Context: an optimization exercise on an open-source flow, tuned for small area. The choices shown serve that exercise and are no tape-out recipe. The RTL was checked by simulation tests, not by an equivalence proof against the original design. In runs 3 to 5 the design's own scripts or RTL, not TritonCTS, make the clock network. The clock port is modelled as an ideal driver, which makes a skipped or thinned clock tree look cheaper than it is; a real chip needs a root buffer or a tree. No activity file was given, so power comes from the tool's default toggle rates.

==> flow/design.v <==
module FPGA (
   input  wire       MAX10_CLK1_50,
   input  wire       rst,
   input  wire       uart_rx,
   output wire [3:0] VGA_R,
   output wire [3:0] VGA_G,
   output wire [3:0] VGA_B,
   output wire       VGA_HS,
   output wire       VGA_VS,
   output wire [9:0] LEDR
);
   wire       clk = MAX10_CLK1_50;
   wire [9:0] h, v;
   wire       ce, visible;
   wire       rx_dv;
   wire [7:0] rb;
   wire [8:0] p1y, p2y, by;
   wire [9:0] bx;
   wire [2:0] sa, sb;
   wire       white, lit;
   pv_timing u_t (.clk(clk), .rst(rst), .h(h), .v(v), .ce(ce),
                  .hs(VGA_HS), .vs(VGA_VS), .visible(visible));
   pv_uart   u_u (.clk(clk), .rst(rst), .rx(uart_rx), .dv(rx_dv), .rb(rb));
   pv_parser u_p (.clk(clk), .rst(rst), .dv(rx_dv), .rb(rb), .p1y(p1y), .p2y(p2y),
                  .bx(bx), .by(by), .sa(sa), .sb(sb), .led(LEDR[7:0]));
   pv_render u_r (.clk(clk), .rst(rst), .ce(ce), .visible(visible), .h(h), .v(v),
                  .p1y(p1y), .p2y(p2y), .bx(bx), .by(by), .sa(sa), .sb(sb),
                  .white(white), .lit(lit));
   assign VGA_R = {white, lit, lit, lit};
   assign VGA_G = {white, lit, lit, lit};
   assign VGA_B = {white, lit, lit, lit};
   assign LEDR[9:8] = 2'b00;
endmodule
module pv_timing (
   input  wire       clk, rst,
   output wire [9:0] h,
   output reg  [9:0] v,
   output wire       ce, hs, vs, visible
);
   reg  [10:0] hc;
   assign h  = hc[10:1];
   assign ce = hc[0];
   wire hend = hc[10] & hc[9] & (&hc[5:0]);    
   wire vend = v[9] & v[3] & v[2];             
   always @(posedge clk) begin
      if (rst) begin
         hc <= 11'd1;
         v  <= 10'd0;
      end else begin
         hc <= hend ? 11'd0 : hc + 11'd1;
         if (hend) v <= vend ? 10'd0 : v + 10'd1;
      end
   end
   assign hs = ~((h >= 10'd656) && (h < 10'd752));
   assign vs = ~((v >= 10'd490) && (v < 10'd492));
   assign visible = (h < 10'd640) && (v < 10'd480);
endmodule
module pv_uart (
   input  wire       clk, rst, rx,
   output wire       dv,
   output wire [7:0] rb
);
   reg       rxs;
   reg       mode;
   reg [8:0] cnt;
   reg [8:0] sr;
   wire c216 = ~cnt[8] & cnt[7] & cnt[6] & cnt[4] & cnt[3];
   wire c433 = cnt[8] & cnt[7] & cnt[5] & cnt[4] & cnt[0];
   wire c434 = cnt[8] & cnt[7] & cnt[5] & cnt[4] & cnt[1];
   assign dv = mode & c434;
   assign rb = sr[8:1];
   always @(posedge clk) begin
      if (rst) begin
         rxs  <= 1'b1;
         mode <= 1'b0;
         cnt  <= 9'd511;
      end else begin
         rxs <= rx;
         if (!mode) begin
            if (cnt[8]) begin
               if (!rxs) cnt <= 9'd0;
            end else if (c216) begin
               if (!rxs) begin
                  mode <= 1'b1;
                  cnt  <= 9'd0;
               end else
                  cnt <= 9'd511;
            end else
               cnt <= cnt + 9'd1;
         end else begin
            if (c434) begin
               mode <= 1'b0;
               cnt  <= 9'd511;
            end else if (c433 && !sr[0])
               cnt <= 9'd0;
            else
               cnt <= cnt + 9'd1;
         end
      end
   end
   always @(posedge clk) begin
      if (!mode && !cnt[8] && c216 && !rxs)
         sr <= 9'h100;
      else if (mode && c433 && !sr[0])
         sr <= {rxs, sr[8:1]};
   end
endmodule
module pv_parser (
   input  wire       clk, rst, dv,
   input  wire [7:0] rb,
   output reg  [8:0] p1y, p2y, by,
   output reg  [9:0] bx,
   output reg  [2:0] sa, sb,
   output reg  [7:0] led
);
   reg [3:0] ps;
   reg [8:0] p1s, p2s, bys;
   reg [9:0] bxs;
   wire hi_ge2 = |rb[6:1];
   wire y8   = ~rb[7] & (hi_ge2 | rb[0]);
   wire ysat = rb[7] | hi_ge2;
   wire x9   = ~rb[7] & hi_ge2;
   wire x8   = ~rb[7] & ~hi_ge2 & rb[0];
   wire xsat = rb[7] | (|rb[6:2]) | (rb[1] & rb[0]);
   function [7:0] ylo;
      input       top, sat;
      input [7:0] lo;
   begin
      if (sat) ylo = top ? 8'hDF : 8'h00;
      else if (top && lo[7] && lo[6] && lo[5]) ylo = 8'hDF;
      else ylo = lo;
   end
   endfunction
   function [7:0] xlo;
      input       top, sat;
      input [7:0] lo;
   begin
      if (sat) xlo = top ? 8'h7F : 8'h00;
      else if (top && lo[7]) xlo = 8'h7F;
      else xlo = lo;
   end
   endfunction
   always @(posedge clk) begin
      if (rst)
         ps <= 4'd0;
      else if (dv) begin
         if (ps == 4'd0)
            ps <= (rb == 8'hA5) ? 4'd1 : 4'd0;
         else if (ps == 4'd11)
            ps <= 4'd0;
         else
            ps <= ps + 4'd1;
      end
   end
   always @(posedge clk) begin
      if (dv) begin
         case (ps)
            4'd1: begin p1s[8] <= y8; p1s[7] <= ysat; end
            4'd2: p1s[7:0] <= ylo(p1s[8], p1s[7], rb);
            4'd3: begin p2s[8] <= y8; p2s[7] <= ysat; end
            4'd4: p2s[7:0] <= ylo(p2s[8], p2s[7], rb);
            4'd5: begin bxs[9] <= x9; bxs[8] <= x8; bxs[7] <= xsat; end
            4'd6: bxs[7:0] <= xlo(bxs[9], bxs[7], rb);
            4'd7: begin bys[8] <= y8; bys[7] <= ysat; end
            4'd8: bys[7:0] <= ylo(bys[8], bys[7], rb);
            default: ;
         endcase
      end
   end
   always @(posedge clk) begin
      if (rst) begin
         p1y <= 9'd200;
         p2y <= 9'd200;
         bx  <= 10'd320;
         by  <= 9'd240;
         sa  <= 3'd0;
         sb  <= 3'd0;
         led <= 8'd0;
      end else if (dv) begin
         led <= rb;
         if (ps == 4'd9)  sa <= {|rb[7:2], rb[1:0]};
         if (ps == 4'd10) sb <= {|rb[7:2], rb[1:0]};
         if (ps == 4'd11 && rb == 8'h5A) begin
            p1y <= p1s;
            p2y <= p2s;
            bx  <= bxs;
            by  <= bys;
         end
      end
   end
endmodule
module pv_render (
   input  wire       clk, rst, ce, visible,
   input  wire [9:0] h, v,
   input  wire [8:0] p1y, p2y, by,
   input  wire [9:0] bx,
   input  wire [2:0] sa, sb,
   output reg        white, lit
);
   function [9:0] sub10;
      input [9:0] a, b;
      integer i;
      reg c;
   begin
      c = 1'b1;
      for (i = 0; i < 10; i = i + 1) begin
         sub10[i] = a[i] ^ ~b[i] ^ c;
         c = (a[i] & ~b[i]) | (c & (a[i] | ~b[i]));
      end
   end
   endfunction
   function [8:0] sub9;
      input [8:0] a, b;
      integer i;
      reg c;
   begin
      c = 1'b1;
      for (i = 0; i < 9; i = i + 1) begin
         sub9[i] = a[i] ^ ~b[i] ^ c;
         c = (a[i] & ~b[i]) | (c & (a[i] | ~b[i]));
      end
   end
   endfunction
   wire [8:0] py  = h[9] ? p2y : p1y;
   wire [9:0] dp  = sub10({1'b0, v[8:0]}, {1'b0, py});
   wire [9:0] dbx = sub10(h, bx);
   wire [8:0] dby = sub9(v[8:0], by);
   wire pcol = ((h >= 10'd20) && (h < 10'd30)) || ((h >= 10'd610) && (h < 10'd620));
   wire paddle_on = pcol && (dp[9:6] == 4'd0) && (dp[5:2] != 4'hF);
   wire ball_on   = (dbx[9:3] == 7'd0) && (dby[8:3] == 6'd0);
   wire b_lt4 = ~sb[2];
   wire b_lt3 = ~sb[2] & ~(sb[1] & sb[0]);
   wire b_lt2 = ~sb[2] & ~sb[1];
   wire b_lt1 = ~sb[2] & ~sb[1] & ~sb[0];
   wire a_lt4 = ~sa[2];
   wire a_lt3 = ~sa[2] & ~(sa[1] & sa[0]);
   wire a_lt2 = ~sa[2] & ~sa[1];
   wire a_lt1 = ~sa[2] & ~sa[1] & ~sa[0];
   wire tick_row = (v >= 10'd20) && (v < 10'd30);
   wire score_on = tick_row && (
        ((h >= 10'd20)  && (h < 10'd23)  && b_lt4) ||
        ((h >= 10'd28)  && (h < 10'd31)  && b_lt3) ||
        ((h >= 10'd36)  && (h < 10'd39)  && b_lt2) ||
        ((h >= 10'd44)  && (h < 10'd47)  && b_lt1) ||
        ((h >= 10'd617) && (h < 10'd620) && a_lt4) ||
        ((h >= 10'd609) && (h < 10'd612) && a_lt3) ||
        ((h >= 10'd601) && (h < 10'd604) && a_lt2) ||
        ((h >= 10'd593) && (h < 10'd596) && a_lt1));
   always @(posedge clk) begin
      if (rst) begin
         white <= 1'b0;
         lit   <= 1'b0;
      end else if (ce) begin
         white <= visible & (paddle_on | ball_on);
         lit   <= visible & (paddle_on | ball_on | score_on);
      end
   end
endmodule
==> flow/flow/run.sh <==
#!/bin/bash
# Standard ORFS flow (standard.sh, unchanged synthesis, floorplan and power
# grid), with smaller port buffers and a clock tree without dummy loads.
set -euo pipefail
bash standard.sh \
  "BUFFER_PORTS_ARGS=-buffer_cell sky130_fd_sc_hd__buf_1" \
  "CTS_ARGS=-sink_clustering_enable -repair_clock_nets -dont_use_dummy_load -buf_list sky130_fd_sc_hd__clkbuf_8" \
  finish > flow_make.log 2>&1
==> flow/standard.sh <==
#!/bin/bash
# synth_recipe.tcl (not shown) runs the flow's synth.tcl, then flattens the netlist and writes it again
# the make line also repeats each setting of config.mk as NAME=value (left out here)
make -C /OpenROAD-flow-scripts/flow DESIGN_CONFIG=/design/flow/config.mk WORK_HOME=/design/flow/orfs CLKGATE_MAP_FILE= SYNTH_SCRIPT=/design/flow/synth_recipe.tcl "${@:-finish}"
==> flow/config.mk <==
export PLATFORM = sky130hd
export DESIGN_NAME = FPGA
export DESIGN_NICKNAME = FPGA
export VERILOG_FILES = /design/flow/design.v
export SDC_FILE = /design/flow/constraint.sdc
export NUM_CORES = 4
export LEC_CHECK = 0
export CAP_MARGIN = 20
export CORE_MARGIN = 2
export CORE_UTILIZATION = 40
export SLEW_MARGIN = 20
==> flow/constraint.sdc <==
create_clock -name core_clock -period 10.0 [get_ports {MAX10_CLK1_50}]
set_input_delay 2.0000 -clock core_clock [delete_from_list [all_inputs] [get_ports {MAX10_CLK1_50}]]
set_output_delay 2.0000 -clock core_clock [all_outputs]
set_load 0.01 [all_outputs]
==> flow_summary_export.csv, run 1 <==
group,metric,value,unit
logic_synthesis,ys_ff_latch,135,
outcome,outcome,"no timing/DRC/antenna violations",
final_layout,antenna_cells,0,
sta,setup_ws,5.39,ns
floorplanning,die_h,133,µm
sta,rsz0062_at_grt,"false",
detailed_routing,avgViaCountPerCell,5.27,
grt,grt_first_pass_wirelength,23800,µm
detailed_routing,vias,4964,
clocking,htreeDepth,4,
clocking,cts_buffers,17,
placement,portBuffers,24,
final_layout,area_growth,4.66,%
clocking,cts_tree,"done",
detailed_routing,met2_length,6520,µm
power_and_ir_drop,leakagePower,2.39,nW
sta,finalMaxSlewViolations,0,
clocking,hold_buffers,0,
min_path,hold_start,"u_p.p1y[0]",
clocking,clk_latency,0.44,ns
min_path,holdPathEnd,"u_p.p1y[0]",
detailed_routing,routed_wl,14200,µm
placement,dp_hpwl,10100,µm
power_and_ir_drop,power_density,144,mW/mm²
sta,fin_skew,0.0250,ns
setup_path,crit_top_cell,"fa_1",
min_path,min_path_cells,2,
sta,min_period,4.61,ns
grt,grt_max_degree,70,
sta,setup_viol,0,
detailed_routing,met3_length,598,µm
setup_path,timing.rr.start,"u_t.hc[10]",
setup_path,cp_slowest_stage_delay,0.80,ns
grt,antenna_found_initial,0,
power_and_ir_drop,p_total,1.00,mW
sta,hold_slack,0.453,ns
final_layout,layout.nets,753,
logic_synthesis,syn_avg_cell_area,9.01,µm²
floorplanning,rows,47,
placement,routabilityCongestion,0.815,
job,maxCapViolCount,0,
sta,worstMarginPinSlew,0.925,ns
logic_synthesis,syn_area,0.00664,mm²
detailed_routing,drc,0,
logic_synthesis,ys_seq_area_share,46.3,%
grt,globalRouteTotalUtil,16.9,%
clocking,clkTransAtPathRegs,0.06,ns
grt,grt_pass1_vias,4778,
floorplanning,core,0.0164,mm²
logic_synthesis,ys_types,56,
sta,maxSlewHeadroom,37.8,%
clocking,cts_sinks,135,
logic_synthesis,synthArstFlopShare,0,%
detailed_routing,firstDrtPassIters,5,
clocking,ctsResizeCount,0,
setup_path,criticalPathCategory,"reg -> reg",
final_layout,final_common_cell,"nand2_1",
logic_synthesis,ys_warn_count,4,
detailed_routing,final_antenna_net_count,0,
floorplanning,die_area,0.0176,mm²
placement,pre_cts_slack,5.39,ns
sta,finalHoldViolCount,0,
logic_synthesis,synth_cells,737,
power_and_ir_drop,irDropWorstVdd,0.0801,mV
setup_path,crit_path_cell_trace,"mux2_2, maj3_1, fa_1, inv_1, fa_1, fa_1, fa_1, inv_1, fa_1, fa_1, inv_1, fa_1, nand4b_1, a2111oi_0, o21bai_1, nand3_1",
floorplanning,start_util,40.5,%
detailed_routing,drtIter0Drc,291,
min_path,hold_path.class,"reg -> reg",
setup_path,critical_path_buf_inv_count,3,
logic_synthesis,synth_edf_count,37,
logic_synthesis,ys.flop_type,"dfxtp_1",
sta,fin_crit_sh,46.1,%
clocking,root_buffer,"clkbuf_8",
setup_path,worstPathRequired,10.37,ns
setup_path,crit_family,"adder cells",
setup_path,crit_arrival,4.98,ns
setup_path,crit_fanout,17,
clocking,clock_path_buffers,2,
setup_path,cp-start-kind,"flop",
setup_path,cp-end-kind,"flop",
floorplanning,die_x,133,µm
clocking,post_cts_buffers,0,
setup_path,r2r_slack,5.39,ns
grt,grt-ovfl-total,0,
sta,max_freq,0.217,GHz
detailed_routing,drt-met1-wl,6830,µm
setup_path,ff2ff_path_depth,16,
detailed_routing,wire_per_inst,15.0,µm
setup_path,cp_slowest_cell,"dfxtp_1",
final_layout,drive_above_1_share,5.12,%
detailed_routing,top_layer_used,"met4",
setup_path,r2r-end,"u_r.lit",
final_layout,final_cell_mix,"nand2_1 (125), dfxtp_1 (98), a21oi_1 (60)",
sta,tns,0,ns
floorplanning,ios,27,
-- worst min-delay path, cell delays in order, from the launching register on --
cell and delay, ns:
dfxtp_1 0.31, nand2_1 0.05, a21oi_1 0.05
-- cells in the mapped netlist (3+ instances only) --
| cell | number | area, µm² |
|---|---|---|
| mux2_2 | 4 | 45.0 |
| nor3b_1 | 4 | 30.0 |
| nor2_1 | 56 | 210 |
| a311oi_1 | 5 | 43.8 |
| nor2b_1 | 6 | 37.5 |
| nor4_1 | 3 | 18.8 |
| dfxtp_1 | 98 | 1960 |
| buf_2 | 11 | 55.1 |
| a211o_1 | 10 | 87.6 |
| nand2_1 | 125 | 469 |
| edfxtp_1 | 37 | 1110 |
| or2_2 | 6 | 37.5 |
| clkbuf_1 | 29 | 109 |
| mux2i_1 | 12 | 120 |
| nand3b_1 | 10 | 75.1 |
| a21oi_1 | 60 | 300 |
| and3_1 | 11 | 68.8 |
| and4_1 | 4 | 35.0 |
| nand4_1 | 10 | 62.6 |
| o21bai_1 | 4 | 30.0 |
| or3_1 | 3 | 18.8 |
| nand4b_1 | 4 | 35.0 |
| o21ai_0 | 41 | 205 |
| nand3_1 | 29 | 145 |
| buf_4 | 16 | 120 |
| ha_1 | 8 | 100 |
| nor3_1 | 12 | 60.1 |
| o32a_1 | 3 | 30.0 |
| xnor2_1 | 15 | 131 |
| xor2_1 | 5 | 43.8 |
| inv_1 | 40 | 150 |
| fa_1 | 18 | 360 |
| nand2b_1 | 5 | 31.3 |
| maj3_1 | 5 | 50.1 |
-- metrics by stage --
stage,cells,utilization (%),cell area (µm²)
after CTS,942,42.3,6950
after floorplan,738,-,6640
after global placement,925,40.9,6710
final,942,42.3,6950
after global routing,942,42.3,6950
after detailed placement,925,40.9,6710
-- worst max-delay path by stage --
stage,to,cells past startpoint,from
finish,u_r.lit,16,u_t.hc[10]
global route,u_r.lit,16,u_t.hc[10]
CTS,u_r.lit,16,u_t.hc[10]
detailed placement,u_r.lit,16,u_t.hc[10]
global placement,u_r.lit,16,u_t.hc[10]
floorplan,u_r.lit,17,u_t.hc[10]
-- layout make-up --
type | instances | area (µm²)
well taps | 220 | 275
clock buffers | 17 | 234
repair buffers | 26 | 106
inverters | 40 | 150
flip-flops and latches | 135 | 3070
multi-input cells | 504 | 3110
fillers | 1600 | 9460
-- metal layers --
layer  track usage [%]  vias to the layer above
li1                  -                     2459
met3              4.37                       17
met5                 0                        -
met1              22.7                     2366
met4              5.91                        0
met2              26.5                      122
-- sequential cells by signal, indices dropped and copies added, names as in the netlist, 9 cells and up --
register / cells
u_p.bx: 10
u_p.bxs: 10
u_p.by: 9
u_p.bys: 9
u_p.p1s: 9
u_p.p1y: 9
u_p.p2s: 9
u_p.p2y: 9
u_t.hc: 11
u_t.v: 10
u_u.cnt: 9
u_u.sr: 9
-- power breakdown --
group | leakage [nW] | switching, mW | internal, mW
Combinational | 1.16 | 0.0467 | 0.0333
Clock | 0.122 | 0.173 | 0.149
Sequential | 1.12 | 0.0252 | 0.574
Total | 2.39 | 0.245 | 0.757
-- cell families (layout without fill, tap and decap cells) --
family	count (synthesis)	in the layout	synth area share (%)
compound gates	133	133	11.7
simple gates	302	302	22.2
mux	16	16	2.49
flops	135	135	46.3
other cells	1	2	0.0565
fa+ha+maj	31	31	7.69
buf+inv	99	83	6.94
xor+xnor	20	20	2.64
==> run 2, diff against run 1 <==
--- a/flow/design.v
+++ b/flow/design.v
@@ -50,3 +50,3 @@
          hc <= hend ? 11'd0 : hc + 11'd1;
-         if (hend) v <= vend ? 10'd0 : v + 10'd1;
+         v  <= (hend & vend) ? 10'd0 : v + {9'd0, hend};
       end
@@ -62,2 +62,3 @@
 );
+   localparam [8:0] S0 = 9'd27;
    reg       rxs;
@@ -66,7 +67,10 @@
    reg [8:0] sr;
-   wire c216 = ~cnt[8] & cnt[7] & cnt[6] & cnt[4] & cnt[3];
-   wire c433 = cnt[8] & cnt[7] & cnt[5] & cnt[4] & cnt[0];
-   wire c434 = cnt[8] & cnt[7] & cnt[5] & cnt[4] & cnt[1];
+   wire idle = ~cnt[0] & ~cnt[1] & ~cnt[2] & ~cnt[3] & ~cnt[6] & ~cnt[8];            
+   wire c216 = ~cnt[0] & ~cnt[1] & ~cnt[2] & ~cnt[5] & ~cnt[7] & cnt[8];             
+   wire c433 = ~cnt[0] & ~cnt[1] & cnt[3] & cnt[4] & ~cnt[5] & ~cnt[7] & cnt[8];     
+   wire c434 = ~cnt[0] & ~cnt[1] & ~cnt[2] & cnt[4] & cnt[5] & ~cnt[6] & ~cnt[8];    
+   wire [8:0] step = {cnt[7:0], cnt[8] ^ cnt[4]};
    assign dv = mode & c434;
    assign rb = sr[8:1];
+   wire start_ok = ~mode & c216 & ~rxs;
    always @(posedge clk) begin
@@ -75,3 +79,3 @@
          mode <= 1'b0;
-         cnt  <= 9'd511;
+         cnt  <= 9'd0;
       end else begin
@@ -79,4 +83,4 @@
          if (!mode) begin
-            if (cnt[8]) begin
-               if (!rxs) cnt <= 9'd0;
+            if (idle) begin
+               if (!rxs) cnt <= S0;
             end else if (c216) begin
@@ -84,7 +88,7 @@
                   mode <= 1'b1;
-                  cnt  <= 9'd0;
+                  cnt  <= S0;
                end else
-                  cnt <= 9'd511;
+                  cnt <= 9'd0;
             end else
-               cnt <= cnt + 9'd1;
+               cnt <= step;
          end else begin
@@ -92,7 +96,7 @@
                mode <= 1'b0;
-               cnt  <= 9'd511;
+               cnt  <= 9'd0;
             end else if (c433 && !sr[0])
-               cnt <= 9'd0;
+               cnt <= S0;
             else
-               cnt <= cnt + 9'd1;
+               cnt <= step;
          end
@@ -101,3 +105,3 @@
    always @(posedge clk) begin
-      if (!mode && !cnt[8] && c216 && !rxs)
+      if (start_ok)
          sr <= 9'h100;
==> flow/flow/run.sh (replaced) <==
#!/bin/bash
# ORFS flow through the standard.sh. Changes from the standard layout:
#  - synthesis maps logic with an area-oriented ABC script (flow/abc_area_deep.script,
#    installed as the speed script in a private copy of the ORFS scripts); the Yosys
#    steps, register mapping, flattening and renaming are the standard ones;
#  - port buffers are buf_1;
#  - the clock tree uses clkbuf_8 and no dummy loads.
set -euo pipefail
rm -rf scripts_abc
cp -r "$FLOW_HOME/scripts" scripts_abc
cp flow/abc_area_deep.script scripts_abc/abc_speed.script
ARGS=(
  "SCRIPTS_DIR=$PWD/scripts_abc"
  "BUFFER_PORTS_ARGS=-buffer_cell sky130_fd_sc_hd__buf_1"
  "CTS_ARGS=-sink_clustering_enable -repair_clock_nets -dont_use_dummy_load -buf_list sky130_fd_sc_hd__clkbuf_8"
)
bash standard.sh "${ARGS[@]}" synth > flow_synth.log 2>&1
bash standard.sh "${ARGS[@]}" finish > flow_finish.log 2>&1
==> flow/flow/abc_area_deep.script (new file) <==
&get -n
&st
&deepsyn -T 30 -S 7
&dch
&nf -R 1000 -p
&put
==> flow_summary_export.csv, run 2 <==
group,metric,value,unit
clocking,clk_latency,0.44,ns
clocking,hold_buffers,0,
logic_synthesis,ys_seq_area_share,52.6,%
sta,setup_viol,0,
logic_synthesis,ys_types,47,
logic_synthesis,ys_ff_latch,135,
clocking,htreeDepth,4,
final_layout,utilization,43.9,%
placement,dp_hpwl,9240,µm
logic_synthesis,netlist_top_cells_count,"dfxtp_1 (98), a22o_1 (47), nor2_1 (47)",
setup_path,worstPathRequired,10.37,ns
grt,grt_max_degree,27,
sta,maxSlewHeadroom,44.4,%
detailed_routing,vias,4185,
detailed_routing,routed_wl,12600,µm
setup_path,crit_arrival,4.92,ns
final_layout,largest_register,"u_t.hc",
clocking,cts_sinks,135,
sta,finalMaxSlewViolations,0,
sta,finalHoldViolCount,0,
clocking,clkTransAtPathRegs,0.05,ns
logic_synthesis,synth_cells,537,
clocking,clock_path_buffers,2,
logic_synthesis,synth_top_cell_area_share,33.6,%
grt,met3_usage,5.03,%
placement,pre_cts_slack,5.37,ns
placement,routabilityCongestion,0.900,
logic_synthesis,synthArstFlopShare,0,%
grt,use_met1,23.8,%
detailed_routing,final_antenna_net_count,0,
logic_synthesis,syn_area,0.00584,mm²
grt,antenna_found_initial,0,
setup_path,cp-start-kind,"flop",
min_path,hold_path.class,"reg -> reg",
sta,max_freq,0.220,GHz
sta,min_period,4.55,ns
clocking,root_buffer,"clkbuf_8",
placement,placedInstanceArea,0.00610,mm²
logic_synthesis,ys_warn_count,4,
final_layout,final_common_cell,"dfxtp_1",
grt,globalRouteTotalUtil,17.1,%
sta,tns,0,ns
final_layout,final_cell_mix,"dfxtp_1 (98), nor2_1 (47), a22o_1 (47)",
power_and_ir_drop,leakagePower,2.23,nW
placement,portBuffers,24,
power_and_ir_drop,power_density,150,mW/mm²
sta,fin_crit_sh,45.5,%
sta,worstMarginPinSlew,0.831,ns
floorplanning,core,0.0144,mm²
final_layout,drive_above_1_share,3.87,%
logic_synthesis,synth_edf_count,37,
grt,globalRouteMet2Util,25.6,%
logic_synthesis,yosysMostFrequentCell,"dfxtp_1",
detailed_routing,wire_per_inst,16.8,µm
detailed_routing,avgViaCountPerCell,5.56,
floorplanning,rows,44,
logic_synthesis,ys.flop_type,"dfxtp_1",
sta,setup_ws,5.45,ns
clocking,ctsResizeCount,0,
floorplanning,die_h,125,µm
final_layout,area_growth,8.38,%
sta,fin_skew,0.0278,ns
logic_synthesis,synthTopCellsByArea,"dfxtp_1 (34%), edfxtp_1 (19%), a22o_1 (7.0%), fa_1 (6.2%), o21ai_0 (3.1%)",
floorplanning,die_area,0.0156,mm²
floorplanning,ios,27,
setup_path,criticalPathCategory,"reg -> reg",
setup_path,cp-end-kind,"flop",
power_and_ir_drop,irDropWorstVdd,0.0809,mV
final_layout,layout.nets,599,
detailed_routing,drc,0,
clocking,cts_tree,"done",
clocking,post_cts_buffers,0,
logic_synthesis,yosysTopAreaCell,"dfxtp_1",
final_layout,largest_reg_flops,11,
logic_synthesis,syn_avg_cell_area,10.9,µm²
setup_path,crit_fanout,10,
job,maxCapViolCount,0,
outcome,outcome,"no timing/DRC/antenna violations",
clocking,cts_buffers,17,
grt,grt_first_pass_wirelength,21200,µm
detailed_routing,drtIter0Drc,303,
grt,grt_pass1_vias,4103,
grt,busiest_layer,"met2",
grt,grt-ovfl-total,0,
detailed_routing,firstDrtPassIters,5,
final_layout,final_area,0.00633,mm²
power_and_ir_drop,p_total,952,µW
floorplanning,start_util,40.5,%
floorplanning,die_x,125,µm
sta,rsz0062_at_grt,"false",
final_layout,antenna_cells,0,
-- run 2: metal layers --
layer / wire length [µm] / vias up
met5: 0 / -
met4: 201 / 0
met3: 558 / 15
met2: 5710 / 108
met1: 6180 / 2030
li1: - / 2032
-- run 2: critical path, cell delays in order, from the launching register on --
cell      delay (ns)
dfxtp_1         0.48
clkinv_1        0.14
maj3_1          0.33
o21ai_0         0.06
a21boi_0        0.23
fa_1            0.22
clkinv_1        0.08
fa_1            0.38
fa_1            0.39
fa_1            0.39
fa_1            0.37
clkinv_1        0.06
fa_1            0.39
or3_1           0.35
nor3_1          0.19
a31oi_1         0.11
nor3_1          0.21
a211o_1         0.12
-- run 2: where the power goes --
group          internal [mW]  total [mW]  switching (mW)
combinational         0.0193      0.0498          0.0306
clock                  0.149       0.322           0.172
sequential             0.569       0.581          0.0114
-- run 2: area by class of cell --
class                           count  area, µm²
Inverter                           36        135
Timing Repair Buffer               28        120
Clock buffer                       17        234
Sequential cell                   135       3070
Fill cell                        1375       8090
Multi-Input combinational cell    353       2540
Tap cell                          184        230
-- run 2: logic make-up after synthesis --
logic type                 count (synthesis)  synth area share [%]
AOI/OAI and AO/OA                        140                  16.9
adders and majority gates                 29                  8.35
muxes                                     16                  2.89
DFF                                      135                  52.6
other                                      1                0.0642
xor gates and xnor gates                   8                  1.20
buffers and inverters                     50                  4.11
and+or+nand+nor                          158                  13.8
-- run 2: metrics by stage --
step,hold slack [ns],cells
global route,0.468,753
detailed placement,0.442,736
floorplan,0.418,538
finish,0.463,753
global placement,0.432,736
CTS,0.462,753
-- run 2: final timing paths --
| path | startpoint | to | slack [ns] | depth (start not counted) |
|---|---|---|---|---|
| worst max-delay path | u_t.hc[2] | u_r.lit | 5.45 | 17 |
| worst min-delay path | u_p.p1y[7] | u_p.p1y[7] | 0.46 | 1 |
| worst min register to register | u_p.p1y[7] | u_p.p1y[7] | 0.46 | 1 |
| worst max register to register | u_t.hc[2] | u_r.lit | 5.45 | 17 |
==> run 3, diff against run 2 <==
--- a/flow/design.v
+++ b/flow/design.v
@@ -161,10 +161,10 @@
          case (ps)
-            4'd1: begin p1s[8] <= y8; p1s[7] <= ysat; end
-            4'd2: p1s[7:0] <= ylo(p1s[8], p1s[7], rb);
-            4'd3: begin p2s[8] <= y8; p2s[7] <= ysat; end
-            4'd4: p2s[7:0] <= ylo(p2s[8], p2s[7], rb);
-            4'd5: begin bxs[9] <= x9; bxs[8] <= x8; bxs[7] <= xsat; end
-            4'd6: bxs[7:0] <= xlo(bxs[9], bxs[7], rb);
-            4'd7: begin bys[8] <= y8; bys[7] <= ysat; end
-            4'd8: bys[7:0] <= ylo(bys[8], bys[7], rb);
+            4'd1: begin p1s[8] <= ~y8; p1s[7] <= ~ysat; end
+            4'd2: p1s[7:0] <= ~ylo(~p1s[8], ~p1s[7], rb);
+            4'd3: begin p2s[8] <= ~y8; p2s[7] <= ~ysat; end
+            4'd4: p2s[7:0] <= ~ylo(~p2s[8], ~p2s[7], rb);
+            4'd5: begin bxs[9] <= ~x9; bxs[8] <= ~x8; bxs[7] <= ~xsat; end
+            4'd6: bxs[7:0] <= ~xlo(~bxs[9], ~bxs[7], rb);
+            4'd7: begin bys[8] <= ~y8; bys[7] <= ~ysat; end
+            4'd8: bys[7:0] <= ~ylo(~bys[8], ~bys[7], rb);
             default: ;
@@ -175,6 +175,6 @@
       if (rst) begin
-         p1y <= 9'd200;
-         p2y <= 9'd200;
-         bx  <= 10'd320;
-         by  <= 9'd240;
+         p1y <= ~9'd200;
+         p2y <= ~9'd200;
+         bx  <= ~10'd320;
+         by  <= ~9'd240;
          sa  <= 3'd0;
@@ -204,3 +204,3 @@
    function [9:0] sub10;
-      input [9:0] a, b;
+      input [9:0] a, bn;
       integer i;
@@ -210,4 +210,4 @@
       for (i = 0; i < 10; i = i + 1) begin
-         sub10[i] = a[i] ^ ~b[i] ^ c;
-         c = (a[i] & ~b[i]) | (c & (a[i] | ~b[i]));
+         sub10[i] = a[i] ^ bn[i] ^ c;
+         c = (a[i] & bn[i]) | (c & (a[i] | bn[i]));
       end
@@ -216,3 +216,3 @@
    function [8:0] sub9;
-      input [8:0] a, b;
+      input [8:0] a, bn;
       integer i;
@@ -222,4 +222,4 @@
       for (i = 0; i < 9; i = i + 1) begin
-         sub9[i] = a[i] ^ ~b[i] ^ c;
-         c = (a[i] & ~b[i]) | (c & (a[i] | ~b[i]));
+         sub9[i] = a[i] ^ bn[i] ^ c;
+         c = (a[i] & bn[i]) | (c & (a[i] | bn[i]));
       end
@@ -228,3 +228,3 @@
    wire [8:0] py  = h[9] ? p2y : p1y;
-   wire [9:0] dp  = sub10({1'b0, v[8:0]}, {1'b0, py});
+   wire [9:0] dp  = sub10({1'b0, v[8:0]}, {1'b1, py});
    wire [9:0] dbx = sub10(h, bx);
==> flow/flow/run.sh (replaced) <==
#!/bin/bash
# ORFS flow through the standard.sh, with a private copy of the ORFS
# scripts that differs in two places:
#  - abc_speed.script is replaced by flow/abc_area_deep.script, an
#    area-oriented ABC script (the Yosys steps, register mapping, flattening
#    and renaming stay the standard ones);
#  - cts.tcl builds the clock tree with flow/manual_cts.tcl (port -> one root
#    clkbuf_8 -> 8 leaf clkbuf_8, each driving a compact cluster of about 17
#    flip-flops) instead of TritonCTS; the rest of the CTS step (timing
#    repair, placement legalisation) is unchanged.
# Port buffers are buf_1. Each make run logs to its own file here, and ORFS
# keeps its per-step logs under orfs/logs.
set -euo pipefail
rm -rf scripts_abc
cp -r "$FLOW_HOME/scripts" scripts_abc
cp flow/abc_area_deep.script scripts_abc/abc_speed.script
sed -i "s#log_cmd clock_tree_synthesis {\*}\$cts_args#source $PWD/flow/manual_cts.tcl; manual_cts MAX10_CLK1_50 sky130_fd_sc_hd__clkbuf_8 sky130_fd_sc_hd__clkbuf_8 3#" scripts_abc/cts.tcl
grep -q "manual_cts MAX10_CLK1_50" scripts_abc/cts.tcl
ARGS=(
  "SCRIPTS_DIR=$PWD/scripts_abc"
  "BUFFER_PORTS_ARGS=-buffer_cell sky130_fd_sc_hd__buf_1"
)
bash standard.sh "${ARGS[@]}" synth > flow_synth.log 2>&1
bash standard.sh "${ARGS[@]}" finish > flow_finish.log 2>&1
==> flow/flow/manual_cts.tcl (new file) <==
# Clock tree built directly: the clock port drives one root buffer, which
# drives one leaf buffer per cluster of flip-flops. Clusters come from
# recursive median bisection of the flip-flop positions (alternating x/y),
# so they are balanced in size and compact. Leaves sit at their cluster's
# centroid, the root at the centroid of the leaves.
proc mcts_split {pts depth} {
  # pts: list of {iterm x y}; returns list of clusters
  if {$depth == 0 || [llength $pts] < 2} { return [list $pts] }
  set xs [lsort -integer [lmap p $pts {lindex $p 1}]]
  set ys [lsort -integer [lmap p $pts {lindex $p 2}]]
  set dx [expr {[lindex $xs end] - [lindex $xs 0]}]
  set dy [expr {[lindex $ys end] - [lindex $ys 0]}]
  set idx [expr {$dx >= $dy ? 1 : 2}]
  set sorted [lsort -integer -index $idx $pts]
  set n [llength $sorted]
  set h [expr {$n / 2}]
  set a [lrange $sorted 0 [expr {$h - 1}]]
  set b [lrange $sorted $h end]
  return [concat [mcts_split $a [expr {$depth - 1}]] [mcts_split $b [expr {$depth - 1}]]]
}

proc manual_cts {clk_net_name leaf_master root_master depth} {
  set db [ord::get_db]
  set block [ord::get_db_block]
  set net [$block findNet $clk_net_name]
  set pts {}
  foreach it [$net getITerms] {
    set inst [$it getInst]
    set bb [$inst getBBox]
    lappend pts [list $it [expr {([$bb xMin] + [$bb xMax]) / 2}] [expr {([$bb yMin] + [$bb yMax]) / 2}]]
  }
  puts "manual_cts: [llength $pts] sinks on $clk_net_name"
  set clusters [mcts_split $pts $depth]
  set lm [$db findMaster $leaf_master]
  set rm [$db findMaster $root_master]
  set rnet [odb::dbNet_create $block "clknet_root"]
  $rnet setSigType CLOCK
  set root [odb::dbInst_create $block $rm "clkbuf_root"]
  [$root findITerm A] connect $net
  [$root findITerm X] connect $rnet
  set i 0
  set sx 0; set sy 0
  foreach c $clusters {
    set lnet [odb::dbNet_create $block "clknet_leaf_$i"]
    $lnet setSigType CLOCK
    set leaf [odb::dbInst_create $block $lm "clkbuf_leaf_$i"]
    [$leaf findITerm A] connect $rnet
    [$leaf findITerm X] connect $lnet
    set cx 0; set cy 0
    foreach p $c {
      set it [lindex $p 0]
      $it disconnect
      $it connect $lnet
      incr cx [lindex $p 1]; incr cy [lindex $p 2]
    }
    set cx [expr {$cx / [llength $c]}]; set cy [expr {$cy / [llength $c]}]
    $leaf setLocation $cx $cy
    $leaf setPlacementStatus PLACED
    puts "manual_cts: leaf $i drives [llength $c] sinks at ($cx, $cy)"
    incr sx $cx; incr sy $cy
    incr i
  }
  $root setLocation [expr {$sx / $i}] [expr {$sy / $i}]
  $root setPlacementStatus PLACED
  global_connect
  set_propagated_clock [all_clocks]
}
--- a/flow/config.mk
+++ b/flow/config.mk
@@ -9,3 +9,3 @@
 export CORE_MARGIN = 2
-export CORE_UTILIZATION = 40
+export CORE_UTILIZATION = 65
 export SLEW_MARGIN = 20
==> flow_summary_export.csv, run 3 <==
group,metric,value,unit
logic_synthesis,syn_avg_cell_area,10.8,µm²
sta,finalMaxSlewViolations,0,
detailed_routing,drc,0,
sta,fin_skew,0.0128,ns
sta,tns,0,ns
logic_synthesis,ys_seq_area_share,53.1,%
logic_synthesis,synthArstFlopShare,0,%
detailed_routing,final_antenna_net_count,0,
power_and_ir_drop,irDropWorstVdd,0.0926,mV
logic_synthesis,ys.flop_type,"dfxtp_1",
grt,grt_first_pass_wirelength,19800,µm
final_layout,final_cell_mix,"dfxtp_1 (98), a21oi_1 (51), nor2_1 (42)",
grt,antenna_found_initial,0,
logic_synthesis,yosysMostFrequentCell,"dfxtp_1",
final_layout,final_common_cell,"dfxtp_1",
logic_synthesis,synth_top_cell_area_share,33.9,%
setup_path,worstPathRequired,10.33,ns
setup_path,cp-start-kind,"flop",
setup_path,crit_arrival,5.28,ns
clocking,ctsResizeCount,0,
logic_synthesis,ys_warn_count,4,
detailed_routing,firstDrtPassIters,5,
floorplanning,ios,27,
setup_path,ff2ff_path_depth,19,
placement,pre_cts_slack,4.93,ns
final_layout,drive_above_1_share,2.16,%
logic_synthesis,ys_types,44,
logic_synthesis,yosysTopAreaCell,"dfxtp_1",
clocking,post_cts_buffers,0,
placement,routabilityCongestion,0.894,
sta,setup_ws,5.05,ns
clocking,hold_buffers,0,
detailed_routing,avgViaCountPerCell,6.27,
detailed_routing,wire_per_inst,18.4,µm
final_layout,largest_reg_flops,11,
sta,min_period,4.95,ns
floorplanning,rows,34,
placement,dp_hpwl,8890,µm
sta,hold_slack,0.455,ns
sta,rsz0062_at_grt,"false",
sta,maxSlewHeadroom,37.5,%
outcome,outcome,"no timing/DRC/antenna violations",
grt,grt_max_degree,27,
floorplanning,die_x,98.3,µm
logic_synthesis,syn_area,0.00578,mm²
sta,max_freq,0.202,GHz
sta,setup_viol,0,
min_path,min_path_cells,2,
floorplanning,die_h,98.3,µm
grt,grt-ovfl-total,0,
detailed_routing,vias,4165,
final_layout,final_area,0.00605,mm²
final_layout,area_growth,4.65,%
power_and_ir_drop,leakagePower,1.93,nW
logic_synthesis,synth_cells,534,
sta,finalHoldViolCount,0,
clocking,clkTransAtPathRegs,0.10,ns
logic_synthesis,synth_edf_count,37,
setup_path,r2r_slack,5.05,ns
setup_path,worstSetupStartpoint,"u_t.hc[10]",
placement,portBuffers,24,
grt,globalRouteTotalUtil,25.0,%
power_and_ir_drop,power_density,142,mW/mm²
setup_path,cp-end-kind,"flop",
sta,fin_crit_sh,49.5,%
setup_path,crit_fanout,16,
logic_synthesis,netlist_top_cells_count,"dfxtp_1 (98), a21oi_1 (51), nor2_1 (42)",
final_layout,utilization,69.8,%
logic_synthesis,ys_ff_latch,135,
final_layout,layout.nets,586,
floorplanning,die_area,0.00967,mm²
setup_path,timing.rr.start,"u_t.hc[10]",
final_layout,antenna_cells,0,
placement,placedInstanceArea,0.00593,mm²
clocking,clk_latency,0.40,ns
final_layout,largest_register,"u_t.hc",
job,maxCapViolCount,0,
setup_path,criticalPathCategory,"reg -> reg",
grt,grt_pass1_vias,3887,
logic_synthesis,synthTopCellsByArea,"dfxtp_1 (34%), edfxtp_1 (19%), fa_1 (6.2%), a22o_1 (4.8%), a21oi_1 (4.4%)",
floorplanning,start_util,66.7,%
min_path,hold_path.class,"reg -> reg",
min_path,hold_start,"u_p.led[4]",
detailed_routing,routed_wl,12200,µm
detailed_routing,drtIter0Drc,177,
sta,worstMarginPinSlew,0.928,ns
floorplanning,core,0.00868,mm²
[run 3: changes by cell type after synthesis, moves of 4 or more]
cell / change
nor2_1: -5
maj3_1: -4
a21oi_1: +33
o22a_1: +11
nand2_1: +13
a22o_1: -15
o21ai_0: -26
clkinv_1: -10
o211ai_1: +5
nand4_1: -5
[run 3: cell type report]
class / instances / area (µm²)
Multi-Input combinational cell: 360 / 2520
Inverter: 26 / 97.6
Timing Repair Buffer: 26 / 105
Tap cell: 108 / 135
Fill cell: 696 / 2630
Sequential cell: 135 / 3070
Buffer: 9 / 124
[run 3: worst max-delay path, cell delays in order, from the launching register on]
cell and delay [ns]:
dfxtp_1 0.78, mux2_1 0.26, o22ai_1 0.08, nand2_1 0.10, fa_1 0.18, clkinv_1 0.08, fa_1 0.39, fa_1 0.39
fa_1 0.37, clkinv_1 0.06, fa_1 0.18, fa_1 0.18, clkinv_1 0.07, fa_1 0.47, nor4b_1 0.23, o21ai_0 0.15
nor4_1 0.32, a31oi_1 0.07, or3_1 0.38, a21oi_1 0.14
[run 3: kinds of logic (layout without fill, tap and decap cells)]
kind of cell	count (synthesis)	after routing	synth area share, %
compound gates	149	149	17.8
xor+xnor	10	10	1.51
fa+ha+maj	25	25	7.74
buf+inv	40	61	3.50
flops	135	135	53.1
mux	15	15	2.70
other cells	1	2	0.0648
simple gates	159	159	13.5
[run 3: metrics by stage]
stage | total power [mW] | std cells
after global routing | 0.889 | 664
after floorplan | 0.623 | 535
after detailed placement | 0.636 | 655
final | 0.861 | 664
after CTS | 0.866 | 664
after global placement | 0.636 | 655
[run 3: routing by layer]
metal	wire (µm)	track usage [%]	up-vias
li1	-	-	2009
met1	5300	34.8	2006
met2	5960	42.6	122
met3	618	2.08	28
met4	316	6.32	0
met5	0	0	-
[run 3: final timing paths]
check | endpoint
worst min register to register | u_p.led[4]
worst min-delay path | u_p.led[4]
worst max register to register | u_r.lit
worst max-delay path | u_r.lit
[run 3: power by group]
| part | internal [mW] | switching [mW] |
|---|---|---|
| combinational | 0.0169 | 0.0287 |
| sequential | 0.568 | 0.0106 |
| clock | 0.0816 | 0.155 |
==> run 4, diff against run 3 <==
--- a/flow/design.v
+++ b/flow/design.v
@@ -63,3 +63,2 @@
    localparam [8:0] S0 = 9'd27;
-   reg       rxs;
    reg       mode;
@@ -67,44 +66,42 @@
    reg [8:0] sr;
-   wire idle = ~cnt[0] & ~cnt[1] & ~cnt[2] & ~cnt[3] & ~cnt[6] & ~cnt[8];            
-   wire c216 = ~cnt[0] & ~cnt[1] & ~cnt[2] & ~cnt[5] & ~cnt[7] & cnt[8];             
-   wire c433 = ~cnt[0] & ~cnt[1] & cnt[3] & cnt[4] & ~cnt[5] & ~cnt[7] & cnt[8];     
-   wire c434 = ~cnt[0] & ~cnt[1] & ~cnt[2] & cnt[4] & cnt[5] & ~cnt[6] & ~cnt[8];    
+   wire idle  = ~cnt[0] & ~cnt[1] & ~cnt[2] & ~cnt[3] & ~cnt[6] & ~cnt[8];           
+   wire idle1 = cnt[0] & ~cnt[2] & cnt[4] & cnt[5] & cnt[6] & ~cnt[7];               
+   wire c216  = ~cnt[0] & ~cnt[1] & ~cnt[2] & ~cnt[5] & ~cnt[7] & cnt[8];            
+   wire c433  = ~cnt[0] & ~cnt[1] & cnt[3] & cnt[4] & ~cnt[5] & ~cnt[7] & cnt[8];    
+   wire c434  = ~cnt[0] & ~cnt[1] & ~cnt[2] & cnt[4] & cnt[5] & ~cnt[6] & ~cnt[8];   
    wire [8:0] step = {cnt[7:0], cnt[8] ^ cnt[4]};
-   assign dv = mode & c434;
+   assign dv = ~mode & idle1;
    assign rb = sr[8:1];
-   wire start_ok = ~mode & c216 & ~rxs;
-   always @(posedge clk) begin
-      if (rst) begin
-         rxs  <= 1'b1;
+   always @(posedge clk) begin
+      if (rst) begin
          mode <= 1'b0;
          cnt  <= 9'd0;
+      end else if (!mode) begin
+         if (idle) begin
+            if (!rx) cnt <= S0;
+         end else if (idle1)
+            cnt <= rx ? 9'd0 : S0;
+         else if (c216) begin
+            if (!rx) begin
+               mode <= 1'b1;
+               cnt  <= S0;
+            end else
+               cnt <= 9'd0;
+         end else
+            cnt <= step;
       end else begin
-         rxs <= rx;
-         if (!mode) begin
-            if (idle) begin
-               if (!rxs) cnt <= S0;
-            end else if (c216) begin
-               if (!rxs) begin
-                  mode <= 1'b1;
-                  cnt  <= S0;
-               end else
-                  cnt <= 9'd0;
-            end else
-               cnt <= step;
-         end else begin
-            if (c434) begin
-               mode <= 1'b0;
-               cnt  <= 9'd0;
-            end else if (c433 && !sr[0])
-               cnt <= S0;
-            else
-               cnt <= step;
-         end
-      end
-   end
-   always @(posedge clk) begin
-      if (start_ok)
+         if (c434) begin
+            mode <= 1'b0;
+            cnt  <= step;
+         end else if (c433 && !sr[0])
+            cnt <= S0;
+         else
+            cnt <= step;
+      end
+   end
+   always @(posedge clk) begin
+      if (!mode && c216 && !rx)
          sr <= 9'h100;
       else if (mode && c433 && !sr[0])
-         sr <= {rxs, sr[8:1]};
+         sr <= {rx, sr[8:1]};
    end
@@ -208,6 +205,6 @@
    begin
-      c = 1'b1;
+      c = 1'b0;
       for (i = 0; i < 10; i = i + 1) begin
-         sub10[i] = a[i] ^ bn[i] ^ c;
-         c = (a[i] & bn[i]) | (c & (a[i] | bn[i]));
+         sub10[i] = ~(~a[i] ^ ~bn[i] ^ c);
+         c = (~a[i] & ~bn[i]) | (c & (~a[i] | ~bn[i]));
       end
@@ -220,6 +217,6 @@
    begin
-      c = 1'b1;
+      c = 1'b0;
       for (i = 0; i < 9; i = i + 1) begin
-         sub9[i] = a[i] ^ bn[i] ^ c;
-         c = (a[i] & bn[i]) | (c & (a[i] | bn[i]));
+         sub9[i] = ~(~a[i] ^ ~bn[i] ^ c);
+         c = (~a[i] & ~bn[i]) | (c & (~a[i] | ~bn[i]));
       end
==> flow/flow/run.sh (replaced) <==
#!/bin/bash
# ORFS flow through the standard.sh, with a private copy of the ORFS
# scripts that differs in two places:
#  - abc_speed.script is replaced by flow/abc_area_deep.script, an
#    area-oriented ABC script (deepsyn, then area mapping); synthesis is run
#    once per deepsyn seed below and the netlist with the least cell area
#    (ABC's buffers not counted, placement removes them) is kept. The Yosys
#    steps, register mapping, flattening and renaming are the standard ones.
#  - cts.tcl builds the clock tree with flow/manual_cts.tcl (port -> one root
#    clkbuf_8 -> 8 leaf clkbuf_8, each driving a compact cluster of about 17
#    flip-flops) instead of TritonCTS; the rest of the CTS step (timing
#    repair, placement legalisation) is unchanged.
# Port buffers are buf_1. Each make run logs to its own file here; ORFS keeps
# its per-step logs under orfs/logs, and each seed's synthesis log, report and
# netlist are kept under synth_runs/.
set -euo pipefail
rm -rf scripts_abc synth_runs
cp -r "$FLOW_HOME/scripts" scripts_abc
sed -i "s#log_cmd clock_tree_synthesis {\*}\$cts_args#source $PWD/flow/manual_cts.tcl; manual_cts MAX10_CLK1_50 sky130_fd_sc_hd__clkbuf_8 sky130_fd_sc_hd__clkbuf_8 3#" scripts_abc/cts.tcl
grep -q "manual_cts MAX10_CLK1_50" scripts_abc/cts.tcl
ARGS=(
  "SCRIPTS_DIR=$PWD/scripts_abc"
  "BUFFER_PORTS_ARGS=-buffer_cell sky130_fd_sc_hd__buf_1"
)
RES=orfs/results/sky130hd/FPGA/base
REP=orfs/reports/sky130hd/FPGA/base
LOGD=orfs/logs/sky130hd/FPGA/base
FILES="1_2_yosys.v 1_2_yosys.sdc 1_synth.odb 1_synth.sdc"
best=""
bestarea=""
for S in 1 2 3 5 7 11; do
  sed "s/@SEED@/$S/" flow/abc_area_deep.script > scripts_abc/abc_speed.script
  for f in $FILES; do rm -f "$RES/$f"; done
  bash standard.sh "${ARGS[@]}" synth > "flow_synth_seed$S.log" 2>&1
  mkdir -p "synth_runs/s$S"
  for f in $FILES; do cp -p "$RES/$f" "synth_runs/s$S/"; done
  cp -p "$REP/synth_stat.txt" "$LOGD/1_2_yosys.log" "synth_runs/s$S/"
  area=$(awk '$NF ~ /^sky130_fd_sc_hd__/ && $NF !~ /__(buf|clkbuf)_[0-9]+$/ {a += $2} END {printf "%.4f", a}' "$REP/synth_stat.txt")
  echo "seed $S area $area" | tee -a synth_runs/summary.txt
  if [[ -z "$best" ]] || awk -v a="$area" -v b="$bestarea" 'BEGIN {exit !(a < b)}'; then
    best=$S
    bestarea=$area
  fi
done
echo "best seed $best area $bestarea" | tee -a synth_runs/summary.txt
sed "s/@SEED@/$best/" flow/abc_area_deep.script > scripts_abc/abc_speed.script
for f in $FILES; do cp -p "synth_runs/s$best/$f" "$RES/$f"; done
cp -p "synth_runs/s$best/synth_stat.txt" "$REP/synth_stat.txt"
touch "$RES/1_2_yosys.v" "$RES/1_2_yosys.sdc"
sleep 1
touch "$RES/1_synth.odb" "$RES/1_synth.sdc"
bash standard.sh "${ARGS[@]}" finish > flow_finish.log 2>&1
==> flow/flow/abc_area_deep.script (replaced) <==
&get -n
&st
&deepsyn -T 30 -S @SEED@
&dch
&nf -R 1000 -p
&put
==> flow_summary_export.csv, run 4 <==
group,metric,value,unit
outcome,outcome,"no timing/DRC/antenna violations",
sta,finalMaxSlewViolations,0,
power_and_ir_drop,p_sw_share,23.4,%
detailed_routing,firstDrtPassIters,4,
floorplanning,rows,34,
min_path,hold_path.class,"reg -> reg",
setup_path,worstPathRequired,10.34,ns
grt,globalRouteTotalUtil,26.1,%
logic_synthesis,ys_ff_latch,134,
grt,grt-ovfl-total,0,
detailed_routing,routed_wl,12400,µm
final_layout,drive_above_1_share,2.02,%
logic_synthesis,yosysMostFrequentCell,"dfxtp_1",
sta,tns,0,ns
power_and_ir_drop,irDropWorstVdd,0.113,mV
floorplanning,core,0.00864,mm²
detailed_routing,met2_length,5950,µm
final_layout,largest_register,"u_t.hc",
power_and_ir_drop,switchingPower,206,µW
final_layout,final_common_cell,"dfxtp_1",
logic_synthesis,ys_seq_area_share,53.0,%
logic_synthesis,synthArstFlopShare,0,%
power_and_ir_drop,pwr-share-comb,6.7,%
grt,grt_first_pass_wirelength,20700,µm
logic_synthesis,synth_edf_count,37,
logic_synthesis,synth_top_cell_area_share,33.7,%
final_layout,layout.nets,574,
detailed_routing,avgViaCountPerCell,6.39,
detailed_routing,drt-met1-wl,5690,µm
floorplanning,ios,27,
detailed_routing,drtIter0Drc,217,
detailed_routing,top_layer_used,"met4",
power_and_ir_drop,clock_power_share,26.9,%
logic_synthesis,syn_avg_cell_area,11.0,µm²
final_layout,antenna_cells,0,
floorplanning,start_util,66.7,%
grt,grt_pass1_vias,4028,
detailed_routing,vias,4165,
detailed_routing,drc,0,
clocking,clk_latency,0.39,ns
detailed_routing,final_antenna_net_count,0,
power_and_ir_drop,power_density,146,mW/mm²
setup_path,cp-start-kind,"flop",
placement,routabilityCongestion,0.913,
placement,pre_cts_slack,4.70,ns
clocking,hold_buffers,0,
logic_synthesis,syn_area,0.00576,mm²
logic_synthesis,ys_types,50,
min_path,hold_start,"u_p.p1y[0]",
floorplanning,die_area,0.00963,mm²
floorplanning,die_h,98.1,µm
setup_path,worstSetupStartpoint,"u_t.hc[10]",
logic_synthesis,yosysTopAreaCell,"dfxtp_1",
final_layout,largest_reg_flops,11,
sta,fin_crit_sh,49.8,%
grt,antenna_found_initial,0,
power_and_ir_drop,pwr-share-seq,66.3,%
sta,maxSlewHeadroom,31.2,%
sta,setup_ws,5.02,ns
logic_synthesis,ys_warn_count,4,
floorplanning,die_x,98.1,µm
sta,worstMarginPinSlew,1.03,ns
sta,finalHoldViolCount,0,
clocking,ctsResizeCount,0,
placement,dp_hpwl,9010,µm
setup_path,timing.rr.start,"u_t.hc[10]",
logic_synthesis,synthTopCellsByArea,"dfxtp_1 (34%), edfxtp_1 (19%), fa_1 (6.3%), a22o_1 (4.7%), a21oi_1 (3.8%)",
final_layout,area_growth,4.56,%
clocking,clkTransAtPathRegs,0.10,ns
detailed_routing,met3_length,524,µm
sta,fin_skew,0.00998,ns
power_and_ir_drop,intPower,674,µW
setup_path,criticalPathCategory,"reg -> reg",
final_layout,final_cell_mix,"dfxtp_1 (97), a21oi_1 (44), nor2_1 (42)",
clocking,post_cts_buffers,0,
setup_path,cp-end-kind,"flop",
sta,max_freq,0.201,GHz
job,maxCapViolCount,0,
sta,min_period,4.98,ns
detailed_routing,wire_per_inst,19.0,µm
logic_synthesis,ys.flop_type,"dfxtp_1",
setup_path,crit_arrival,5.33,ns
placement,portBuffers,24,
sta,setup_viol,0,
sta,rsz0062_at_grt,"false",
power_and_ir_drop,leakagePower,2.04,nW
logic_synthesis,netlist_top_cells_count,"dfxtp_1 (97), a21oi_1 (44), nor2_1 (42)",
grt,grt_max_degree,27,
final_layout,utilization,69.7,%
logic_synthesis,synth_cells,522,
setup_path,crit_fanout,17,
-- run 4: cell types whose count changed in the layout (fill, tap and decap cells not counted), moves of 3 or more --
cell | before | now
xnor2_1 | 8 | 3
nand2b_1 | 2 | 5
nand2_1 | 33 | 20
a211oi_1 | 3 | 6
a21o_1 | 0 | 4
clkinv_1 | 26 | 21
a21oi_1 | 51 | 44
o22a_1 | 22 | 25
o21a_1 | 4 | 7
or3_1 | 6 | 3
xor2_1 | 2 | 5
mux2i_1 | 10 | 3
nor4b_1 | 2 | 5
-- run 4: routing by layer --
metal / global-route usage (%) / vias up
li1: - / 1998
met1: 37.2 / 2042
met2: 45.1 / 103
met3: 1.93 / 22
met4: 4.59 / 0
met5: 0 / -
-- run 4: metrics by stage --
step                      power (mW)  hold slack, ns  cell area, µm²  std cells
final                          0.880           0.470            6020        652
after global routing           0.914           0.491            6020        652
after CTS                      0.885           0.461            6020        652
after detailed placement       0.655           0.446            5900        643
after global placement         0.653           0.436            5900        643
after floorplan                0.638           0.416            5760        523
-- run 4: final timing paths --
kind | to | slack, ns | cells past startpoint
worst min-delay path | u_p.p1y[0] | 0.47 | 2
worst max register to register | u_r.lit | 5.02 | 17
worst max-delay path | u_r.lit | 5.02 | 17
worst min register to register | u_p.p1y[0] | 0.47 | 2
-- run 4: cell families (layout without fill, tap and decap cells) --
logic type | Yosys count | in the layout | share of synthesized area (%)
compound gates | 158 | 158 | 19.4
simple gates | 152 | 152 | 13.7
flops | 134 | 134 | 53.0
buf+inv | 35 | 56 | 3.19
fa+ha+maj | 26 | 26 | 7.95
xor+xnor | 8 | 8 | 1.22
mux | 8 | 8 | 1.50
other cells | 1 | 2 | 0.0651
-- run 4: cell type report --
cell class	count	area [µm²]
Buffer	9	124
Fill cell	684	2620
Inverter	21	78.8
Multi-Input combinational cell	354	2520
Sequential cell	134	3050
Tap cell	108	135
Timing Repair Buffer	26	105
-- run 4: power groups by stage --
stage	clock, mW	combinational, mW	sequential (mW)
floorplan	0	0.0466	0.591
global placement	0	0.0578	0.596
detailed placement	0	0.0589	0.596
CTS	0.242	0.0592	0.584
global route	0.260	0.0679	0.586
finish	0.237	0.0594	0.584
-- run 4: worst max-delay path, cell delays in order, from the launching register on --
cell and delay (ns):
dfxtp_1 0.76, mux2_1 0.39, maj3_1 0.35, fa_1 0.41, clkinv_1 0.07, fa_1 0.19
fa_1 0.20, fa_1 0.17, clkinv_1 0.07, fa_1 0.42, fa_1 0.42, fa_1 0.44
nor4b_1 0.25, o21ai_0 0.13, nor3_1 0.19, a31oi_1 0.06, nor3_1 0.27, a211o_1 0.13
==> run 5, diff against run 4 <==
--- a/flow/design.v
+++ b/flow/design.v
@@ -156,3 +156,8 @@
    always @(posedge clk) begin
-      if (dv) begin
+      if (rst) begin
+         p1s <= 9'd0;
+         p2s <= 9'd0;
+         bxs <= 10'd0;
+         bys <= 9'd0;
+      end else if (dv) begin
          case (ps)
--- a/flow/flow/run.sh
+++ b/flow/flow/run.sh
@@ -9,3 +9,3 @@
 #  - cts.tcl builds the clock tree with flow/manual_cts.tcl (port -> one root
-#    clkbuf_8 -> 8 leaf clkbuf_8, each driving a compact cluster of about 17
+#    clkbuf_2 -> 8 leaf clkbuf_8, each driving a compact cluster of about 17
 #    flip-flops) instead of TritonCTS; the rest of the CTS step (timing
@@ -18,3 +18,3 @@
 cp -r "$FLOW_HOME/scripts" scripts_abc
-sed -i "s#log_cmd clock_tree_synthesis {\*}\$cts_args#source $PWD/flow/manual_cts.tcl; manual_cts MAX10_CLK1_50 sky130_fd_sc_hd__clkbuf_8 sky130_fd_sc_hd__clkbuf_8 3#" scripts_abc/cts.tcl
+sed -i "s#log_cmd clock_tree_synthesis {\*}\$cts_args#source $PWD/flow/manual_cts.tcl; manual_cts MAX10_CLK1_50 sky130_fd_sc_hd__clkbuf_8 sky130_fd_sc_hd__clkbuf_2 3#" scripts_abc/cts.tcl
 grep -q "manual_cts MAX10_CLK1_50" scripts_abc/cts.tcl
==> flow_summary_export.csv, run 5 <==
group,metric,value,unit
outcome,outcome,"no timing/DRC/antenna violations",
logic_synthesis,synthArstFlopShare,0,%
final_layout,drive_above_1_share,2.01,%
power_and_ir_drop,irDropWorstVdd,0.110,mV
grt,grt_pass1_vias,4108,
detailed_routing,wire_per_inst,18.2,µm
clocking,clk_latency,0.62,ns
grt,grt-ovfl-total,0,
clocking,ctsResizeCount,0,
placement,routabilityCongestion,0.932,
final_layout,final_common_cell,"dfxtp_1",
clocking,post_cts_buffers,0,
placement,pre_cts_slack,5.08,ns
floorplanning,die_h,97.4,µm
setup_path,crit_family,"adder cells",
setup_path,crit_path_cell_trace,"mux2_1, maj3_1, fa_1, clkinv_1, fa_1, fa_1, fa_1, clkinv_1, fa_1, fa_1, fa_1, nor4b_1, o211ai_1, o22ai_1, nand3_1, nand3_1",
floorplanning,die_x,97.4,µm
setup_path,cp_slowest_stage_delay,0.79,ns
final_layout,layout.nets,626,
sta,min_period,4.79,ns
detailed_routing,firstDrtPassIters,5,
setup_path,cp-start-kind,"flop",
final_layout,final_area,0.00594,mm²
logic_synthesis,synthTopCellsByArea,"dfxtp_1 (47%), fa_1 (6.3%), a22o_1 (4.9%), o22a_1 (3.5%), a21oi_1 (3.5%)",
sta,rsz0062_at_grt,"false",
power_and_ir_drop,leakagePower,2.14,nW
grt,globalRouteTotalUtil,26.3,%
setup_path,crit_top_cell,"fa_1",
sta,setup_viol,0,
floorplanning,rows,34,
setup_path,cp-end-kind,"flop",
detailed_routing,drtIter0Drc,248,
logic_synthesis,synth_top_cell_area_share,47.3,%
sta,tns,0,ns
floorplanning,ios,27,
floorplanning,start_util,66.0,%
floorplanning,core,0.00859,mm²
sta,fin_skew,0.0169,ns
sta,setup_ws,5.21,ns
floorplanning,die_area,0.00949,mm²
setup_path,cp_slowest_cell,"dfxtp_1",
logic_synthesis,syn_avg_cell_area,9.90,µm²
detailed_routing,final_antenna_net_count,0,
final_layout,nFillCells,711,
final_layout,antenna_cells,0,
final_layout,area_growth,4.61,%
grt,grt_first_pass_wirelength,21000,µm
logic_synthesis,syn_area,0.00568,mm²
setup_path,criticalPathCategory,"reg -> reg",
final_layout,utilization,69.1,%
logic_synthesis,netlist_top_cells_count,"dfxtp_1 (134), nor2_1 (44), nand2_1 (42)",
logic_synthesis,yosysTopAreaCell,"dfxtp_1",
final_layout,largest_register,"u_t.hc",
setup_path,crit_arrival,5.36,ns
setup_path,critical_path_buf_inv_count,2,
logic_synthesis,yosysMostFrequentCell,"dfxtp_1",
setup_path,crit_fanout,16,
grt,antenna_found_initial,0,
sta,worstMarginPinSlew,0.893,ns
logic_synthesis,ys_warn_count,4,
placement,portBuffers,24,
power_and_ir_drop,power_density,144,mW/mm²
sta,fin_crit_sh,47.9,%
detailed_routing,routed_wl,12800,µm
clocking,clkTransAtPathRegs,0.11,ns
detailed_routing,vias,4502,
detailed_routing,avgViaCountPerCell,6.39,
min_path,hold_path.class,"reg -> reg",
logic_synthesis,ys_ff_latch,134,
final_layout,final_cell_mix,"dfxtp_1 (134), nor2_1 (44), nand2_1 (42)",
sta,maxSlewHeadroom,40.2,%
grt,grt_max_degree,30,
logic_synthesis,synth_edf_count,0,
job,maxCapViolCount,0,
sta,finalMaxSlewViolations,0,
logic_synthesis,ys.flop_type,"dfxtp_1",
logic_synthesis,ys_seq_area_share,47.3,%
final_layout,largest_reg_flops,11,
setup_path,worstPathRequired,10.57,ns
placement,dp_hpwl,9140,µm
placement,placedInstanceArea,0.00582,mm²
sta,finalHoldViolCount,0,
clocking,hold_buffers,0,
logic_synthesis,ys_types,55,
detailed_routing,drc,0,
logic_synthesis,synth_cells,573,
sta,max_freq,0.209,GHz
## run 5: changes by cell type after synthesis, sizes merged, moves of 4 or more
cell	change
edfxtp	-37
o21ai	+8
clkinv	+6
o21a	-5
o211ai	+5
and2	+4
nand2	+22
dfxtp	+37
nand4b	-4
xnor2	+4
a21oi	-4
## run 5: worst reg2reg max path, delay by kind of cell, from the launching register on
family,cells,cell delay [ns]
adders and majority gates,8,2.61
DFF,1,0.79
and+or+nand+nor,3,0.51
muxes,1,0.39
AOI/OAI and AO/OA,2,0.32
buffers and inverters,2,0.15
## run 5: logic make-up (layout without fill, tap and decap cells)
kind of cell | Yosys count | after routing | share of synthesized area [%]
AND/OR/NAND/NOR | 177 | 177 | 15.7
XOR/XNOR | 12 | 12 | 1.85
buffers and inverters | 41 | 63 | 3.64
AO/OA/AOI/OAI | 172 | 172 | 21.5
flip-flops | 134 | 134 | 47.3
other | 1 | 2 | 0.0661
multiplexers | 10 | 10 | 1.90
adder cells (fa/ha/maj) | 26 | 26 | 8.07
## run 5: power breakdown
| part | total (mW) | switching [mW] | internal [mW] |
|---|---|---|---|
| combinational | 0.0615 | 0.0377 | 0.0239 |
| clock | 0.231 | 0.158 | 0.0734 |
| sequential | 0.562 | 0.0154 | 0.547 |
## run 5: per-layer routing
| metal | GRT usage (%) | vias to the layer above | wire, µm |
|---|---|---|---|
| li1 | - | 2156 | - |
| met1 | 39.0 | 2183 | 6050 |
| met2 | 41.8 | 138 | 5740 |
| met3 | 2.30 | 25 | 658 |
| met4 | 7.26 | 0 | 339 |
| met5 | 0 | - | 0 |
## run 5: layout make-up
| type | instances | area [µm²] | area share, % |
|---|---|---|---|
| multi-input cells | 399 | 2790 | 47.0 |
| well taps | 108 | 135 | 2.28 |
| flip-flops and latches | 134 | 2680 | 45.2 |
| repair buffers | 27 | 113 | 1.90 |
| plain buffers | 9 | 115 | 1.94 |
| inverters | 27 | 101 | 1.71 |
## run 5: worst paths after layout
path,from,end,slack (ns),cells after the start
setup reg to reg,u_t.hc[10],u_r.lit,5.21,16
hold / removal,u_p.p1y[0],u_p.p1y[0],0.46,2
hold reg to reg,u_p.p1y[0],u_p.p1y[0],0.46,2
setup / recovery,u_t.hc[10],u_r.lit,5.21,16
## run 5: stage by stage
stage / total power, mW / hold WS [ns] / std cells
2_1_floorplan: 0.618 / 0.415 / 574
3_3_place_gp: 0.633 / 0.432 / 695
3_5_place_dp: 0.636 / 0.444 / 695
4_1_cts: 0.861 / 0.458 / 704
5_1_grt: 0.885 / 0.469 / 704
6_report: 0.855 / 0.457 / 704

[re-timing with driven ports]
The results above use ideal ports. As a check the final layouts listed here were re-extracted and re-timed, cells and wires unchanged. Step 1 (the two cells are an assumption about what drives the block):
set clk [get_ports {MAX10_CLK1_50}]
set_driving_cell -lib_cell sky130_fd_sc_hd__clkbuf_16 $clk
set_driving_cell -lib_cell sky130_fd_sc_hd__buf_2 [delete_from_list [all_inputs] $clk]
Step 2 adds t to the input delays and takes it off the output delays; t is the mean of the earliest and latest rising clock arrival at the registers after step 1. Input paths then give back, and output paths get back, about the clock's delay inside the block. Slacks: no drivers / after step 1 / after step 2; pairs: no drivers / after step 1.
run	t (ns)	slack for setup (ns)	hold slack, ns
run 1	0.469	5.385 / 5.385 / 5.385	0.453 / 0.453 / 0.453
run 2	0.465	5.450 / 5.450 / 5.328	0.463 / 0.463 / 0.463
run 3	0.423	5.046 / 5.046 / 4.910	0.455 / 0.455 / 0.455
run 4	0.419	5.018 / 5.018 / 4.646	0.470 / 0.470 / 0.470
run 5	0.639	5.209 / 5.209 / 5.091	0.457 / 0.457 / 0.457
After both steps setup and hold are still met in every run listed. The setup slack of run 4, which loses most, moves by 0.000 ns with the drivers and by -0.372 ns with both steps.
